This is an optimization exercise on Yosys and OpenROAD, whose aim is small area, a short achievable clock period and few clock cycles, not a production implementation.
In this exercise RTL edits were held to simulation tests only and were not proved equivalent to the original.
The clock port is modelled as an ideal driver, which makes a skipped or thinned clock tree look cheaper than it is; a real chip needs a root buffer or a tree.
Power and IR drop assume default switching activity.

==> flow/design.v (excerpt) <==
module ni_apb_bridge (
    input         clk,
    input         resetn,
    input  [15:0] i_flit,
    input         enable,
    output [15:0] o_flit,
    output        ready,
    output        valid_out,
    input  [31:0] prdata,
    input         pready,
    input         pslverr,
    output [13:0] paddr,
    output        psel,
    output        penable,
    output        pwrite,
    output [31:0] pwdata
);
Size in the first run: about 120 I/O pins, ~3600 sq um of cells after synthesis.
Settings: LEC_CHECK=0, CAP_MARGIN=20, CORE_MARGIN=2, CORE_UTILIZATION=50, PLACE_DENSITY=0.8, SETUP_SLACK_MARGIN=3.2, SLEW_MARGIN=20; clock period 5.0 ns.
standard.sh (not shown) runs the stock make flow with config.mk's settings and CLKGATE_MAP_FILE= SYNTH_SCRIPT=/design/flow/synth_recipe.tcl, a recipe that flattens the netlist after the stock synthesis.
==> flow/flow/run.sh <==
#!/bin/bash
# The standard layout, except:
#  - the port buffers are sky130_fd_sc_hd__buf_1 (buffer_ports otherwise
#    picks clkdlybuf4s50_1, a slow delay cell);
#  - the clock tree is four clkbuf_16 fed from the clock port, each driving
#    a quarter of the flip-flops (see mantree.tcl), in place of TritonCTS's
#    two-level H-tree.
set -euo pipefail
export BUFFER_PORTS_ARGS="-buffer_cell sky130_fd_sc_hd__buf_1"
export PRE_CTS_TCL="$PWD/flow/pre_cts.tcl"
bash standard.sh finish > standard_flow.log 2>&1
==> flow/flow/mantree.tcl <==
# Clock tree of NB clkbuf_16 buffers, each driving a slice of the flip-flops
# (sorted by x), all fed straight from the clock port.
proc manual_clock_tree { nb } {
  set block [ord::get_db_block]
  set clknet [$block findNet clk]
  set master [[ord::get_db] findMaster sky130_fd_sc_hd__clkbuf_16]
  set sinks {}
  foreach it [$clknet getITerms] {
    set inst [$it getInst]
    set bb [$inst getBBox]
    lappend sinks [list [expr {([$bb xMin] + [$bb xMax]) / 2}] [expr {([$bb yMin] + [$bb yMax]) / 2}] $it]
  }
  set sinks [lsort -integer -index 0 $sinks]
  set n [llength $sinks]
  for {set b 0} {$b < $nb} {incr b} {
    set lo [expr {$b * $n / $nb}]
    set hi [expr {($b + 1) * $n / $nb - 1}]
    set grp [lrange $sinks $lo $hi]
    set sx 0; set sy 0
    foreach s $grp { incr sx [lindex $s 0]; incr sy [lindex $s 1] }
    set cx [expr {$sx / [llength $grp]}]
    set cy [expr {$sy / [llength $grp]}]
    set inst [odb::dbInst_create $block $master clkman_$b]
    set net [odb::dbNet_create $block clkman_net_$b]
    $net setSigType CLOCK
    [$inst findITerm A] connect $clknet
    [$inst findITerm X] connect $net
    foreach s $grp {
      set it [lindex $s 2]
      $it disconnect
      $it connect $net
    }
    $inst setLocation $cx $cy
    $inst setPlacementStatus PLACED
  }
}
==> flow/flow/pre_cts.tcl <==
# Sourced by ORFS's cts.tcl before clock tree synthesis (PRE_CTS_TCL): build
# the clock tree by hand instead, as a few clkbuf_16 fed from the clock port,
# and make the output port buffers buf_2.
source [file join [file dirname [info script]] mantree.tcl]
rename clock_tree_synthesis orfs_clock_tree_synthesis
proc clock_tree_synthesis { args } {
  manual_clock_tree 4
  foreach inst [get_cells output*] {
    if {[get_property [get_lib_cells -of_objects $inst] name] == "sky130_fd_sc_hd__buf_1"} {
      replace_cell $inst sky130_fd_sc_hd__buf_2
    }
  }
  set_propagated_clock [all_clocks]
}
The baseline finished with timing, DRC and antenna clean.
Testbench counts at the start, summed over its fixed seeds: cycles 10,485.
Next try:
==> flow/flow/pre_cts.tcl (replaced) <==
# Sourced by ORFS's cts.tcl before clock tree synthesis (PRE_CTS_TCL): build
# the clock tree by hand instead, as a few clkbuf_16 fed from the clock port.
source [file join [file dirname [info script]] mantree.tcl]
rename clock_tree_synthesis orfs_clock_tree_synthesis
proc clock_tree_synthesis { args } {
  manual_clock_tree 4
  set_propagated_clock [all_clocks]
}
- ABC_AREA: default -> 1
The changed run produced a clean layout.
Worst setup slack got worse by 0.0060 ns.
Synthesized area went up by 4.5%.
Worst hold slack got worse by 0.018 ns.
Die area went up by 4.3%.
Next try:
- ABC_AREA: 1 -> default
- CORE_UTILIZATION: 50 -> 60
=>
- The new run completed without violations
- total power goes down by roughly a tenth
- first-iteration DRC count is higher by a few percent
- die area shrinks by about a fifth
- final cell count went down by about a fifth
- global-route usage rose by 2.5 points
- synthesized area fell by a few percent
- clock skew is about the same
- worst setup slack is better by 0.0048 ns
- wire length falls by roughly a tenth
- sequential power shrinks by a few percent
- clock power shrinks slightly
Next try:
==> flow/flow/pre_cts.tcl (replaced) <==
# Sourced by ORFS's cts.tcl before clock tree synthesis (PRE_CTS_TCL): build
# the clock tree by hand instead, as a few clkbuf_16 fed from the clock port,
# and make the output port buffers buf_2.
source [file join [file dirname [info script]] mantree.tcl]
rename clock_tree_synthesis orfs_clock_tree_synthesis
proc clock_tree_synthesis { args } {
  manual_clock_tree 4
  foreach p [get_ports -filter "direction==output"] {
    foreach pin [get_pins -of_objects [get_nets -of_objects $p]] {
      set inst [get_cells -of_objects $pin]
      if {[get_property [get_lib_cells -of_objects $inst] name] == "sky130_fd_sc_hd__buf_1"} {
        replace_cell $inst sky130_fd_sc_hd__buf_2
      }
    }
  }
  set_propagated_clock [all_clocks]
}
- CORE_UTILIZATION: 60 -> 50
=>
- Now the flow ended with an error in clock tree synthesis (4_1_cts)
- synthesized area stays the same
- synthesized cell count stays the same
The clock cells of the first, second and third runs of this note come from the design's own scripts or RTL, not from TritonCTS.

---

The RTL this note starts from:
==> flow/design.v <==
module ni_apb_bridge (
    input         clk,
    input         resetn,
    input  [15:0] i_flit,
    input         enable,
    output [15:0] o_flit,
    output        ready,
    output        valid_out,
    input  [31:0] prdata,
    input         pready,
    input         pslverr,
    output [13:0] paddr,
    output        psel,
    output        penable,
    output        pwrite,
    output [31:0] pwdata
);
  reg [15:0] h_q, t_q, o_q;    
  reg [31:0] pw_q;             
  reg        e_q;              
  reg        rdy_q, psel_q, pen_q, vld_q;
  reg [2:0]  rx_q;             
  reg        infl_q;           
  reg        pend_q;           
  reg [2:0]  beat_q;           
  wire take   = rdy_q & enable;
  wire xend   = pen_q & pready;
  wire ofree  = ~vld_q | (beat_q == 3'd4);
  wire start  = (xend | pend_q) & ofree;
  wire [31:0] rd_perm = {prdata[1:0], prdata[31:18], prdata[17:2]};
  always @(posedge clk) begin
    if (!resetn) begin
      rdy_q  <= 1'b1;
      rx_q   <= 3'd0;
      infl_q <= 1'b0;
      psel_q <= 1'b0;
      pen_q  <= 1'b0;
      pend_q <= 1'b0;
      vld_q  <= 1'b0;
    end else begin
      if (take) rx_q <= 3'd1;
      else if (rx_q == 3'd5) rx_q <= 3'd0;
      else if (rx_q != 3'd0) rx_q <= rx_q + 3'd1;
      if (take) infl_q <= 1'b1;
      else if (start) infl_q <= 1'b0;
      rdy_q <= ~take & (rx_q == 3'd0 || rx_q == 3'd5) & (~infl_q | start);
      if ((rx_q == 3'd1 && !i_flit[1]) || (rx_q == 3'd3 && pw_q[0])) psel_q <= 1'b1;
      else if (xend) psel_q <= 1'b0;
      pen_q  <= psel_q & ~xend;
      pend_q <= (xend | pend_q) & ~start;
      if (start) vld_q <= 1'b1;
      else if (beat_q == 3'd4) vld_q <= 1'b0;
    end
  end
  always @(posedge clk) begin
    if (rdy_q) h_q <= i_flit;
    if (rx_q == 3'd5) t_q <= i_flit;
    if (xend) begin
      pw_q <= rd_perm;
      e_q  <= pslverr;
    end else begin
      if (rx_q == 3'd1) pw_q[14:0] <= i_flit[15:1];
      if (rx_q == 3'd2) pw_q[29:15] <= i_flit[15:1];
      if (rx_q == 3'd3) pw_q[31:30] <= i_flit[2:1];
    end
    if (start) begin
      o_q    <= h_q;
      beat_q <= 3'd0;
    end else begin
      beat_q <= beat_q + 3'd1;
      case (beat_q)
        3'd0:    o_q <= {2'b00, pw_q[29:16]};
        3'd1:    o_q <= pw_q[15:0];
        3'd2:    o_q <= {pw_q[31:30], e_q, 13'b0};
        default: o_q <= t_q;
      endcase
    end
  end
  assign ready     = rdy_q;
  assign valid_out = vld_q;
  assign o_flit    = o_q;
  assign psel      = psel_q;
  assign penable   = pen_q;
  assign paddr     = pw_q[14:1];
  assign pwrite    = pw_q[0];
  assign pwdata    = pw_q;
endmodule
==> flow/config.mk <==
export PLATFORM = sky130hd
export DESIGN_NAME = ni_apb_bridge
export DESIGN_NICKNAME = ni_apb_bridge
export VERILOG_FILES = /design/flow/design.v
export SDC_FILE = /design/flow/constraint.sdc
export NUM_CORES = 4
export LEC_CHECK = 0
export CAP_MARGIN = 20
export CORE_MARGIN = 2
export CORE_UTILIZATION = 40
export SETUP_SLACK_MARGIN = 3.0
export SLEW_MARGIN = 20
==> flow/constraint.sdc <==
create_clock -name core_clock -period 5.0 [get_ports {clk}]
set_input_delay 1.0000 -clock core_clock [delete_from_list [all_inputs] [get_ports {clk}]]
set_output_delay 1.0000 -clock core_clock [all_outputs]
set_load 0.01 [all_outputs]
==> flow/flow/run.sh <==
#!/bin/bash
# The standard layout, with the port buffers made from sky130_fd_sc_hd__buf_1
# (buffer_ports otherwise picks clkdlybuf4s50_1, a slow delay cell).
set -euo pipefail
export BUFFER_PORTS_ARGS="-buffer_cell sky130_fd_sc_hd__buf_1"
bash standard.sh finish > standard_flow.log 2>&1
Testbench counts at the start, summed over its fixed seeds: cycles 10,485.
Change:
Settings changed: SETUP_SLACK_MARGIN 3.0 to 3.3.
Result: Worst setup slack improved by 13 ps. Final area came out higher by 11%. Synthesized area is unchanged. Sequential share of layout area came out lower by 5.2 points. Clock-buffer cell count stays the same. Global-route usage came out higher by 0.19 points.
Change:
Settings changed: CORE_UTILIZATION 40 to 60, SETUP_SLACK_MARGIN 3.3 to 3.0.
=> The changed run completed with no timing, DRC or antenna violations. Synthesized area stays the same. Worst setup slack improves by 20 ps. Final area is lower by 13%. Critical path depth stays the same. Power is lower by 11%. Non-clock buffer count is lower by 43. Via count is lower by 3.8%.
Change:
Settings changed: CORE_UTILIZATION 60 to 40, SETUP_SLACK_MARGIN 3.0 to 2.5.
After rerunning: Power came out higher by 0.95%; worst setup slack degrades by 280 ps; count of clock-buffer cells in the layout went up by 1; combinational power went down by 8.7%.

-- port drivers added, routing unchanged --
The results above use ideal ports. As a check the final layouts listed here were re-extracted and re-timed, cells and wires unchanged.
Step 1: set_driving_cell puts a clkbuf_16 on clk and a buf_2 on each other input, an assumption about the parent block.
Step 2 moves the port delays by t, midway between the first and last clock arrival at a register: inputs arrive t later, outputs are due t later. That takes back most of the time a late clock gives input paths.
Slacks: no drivers / after step 1 / after step 2; pairs: no drivers / after step 1.
| run | t, ns | setup slack, ns | worst hold slack (ns) | clock arrival spread, ns | cell pins on the clock port's net |
|---|---|---|---|---|---|
| the first run of note 1 | 0.223 | 3.224 / 3.151 / 3.086 | 0.469 / 0.469 / 0.469 | 0.010 / 0.011 | 4 |
| the second run of note 1 | 0.225 | 3.218 / 3.149 / 3.038 | 0.451 / 0.451 / 0.451 | 0.010 / 0.010 | 4 |
| the third run of note 1 | 0.217 | 3.223 / 3.158 / 3.094 | 0.489 / 0.489 / 0.489 | 0.008 / 0.008 | 4 |
| the first run of note 2 | 0.393 | 3.005 / 2.973 / 2.721 | 0.502 / 0.502 / 0.502 | 0.010 / 0.010 | 1 |
| the second run of note 2 | 0.389 | 3.018 / 2.988 / 2.950 | 0.474 / 0.474 / 0.474 | 0.010 / 0.010 | 1 |
| the third run of note 2 | 0.374 | 3.038 / 3.007 / 2.716 | 0.486 / 0.486 / 0.486 | 0.011 / 0.011 | 1 |
| the fourth run of note 2 | 0.378 | 2.760 / 2.767 / 2.389 | 0.482 / 0.482 / 0.482 | 0.012 / 0.012 | 1 |
After both steps every run listed still meets setup and hold. For the fourth run of note 2, which loses most, drivers alone change the setup slack by +0.007 ns; drivers and shift together by -0.371 ns.
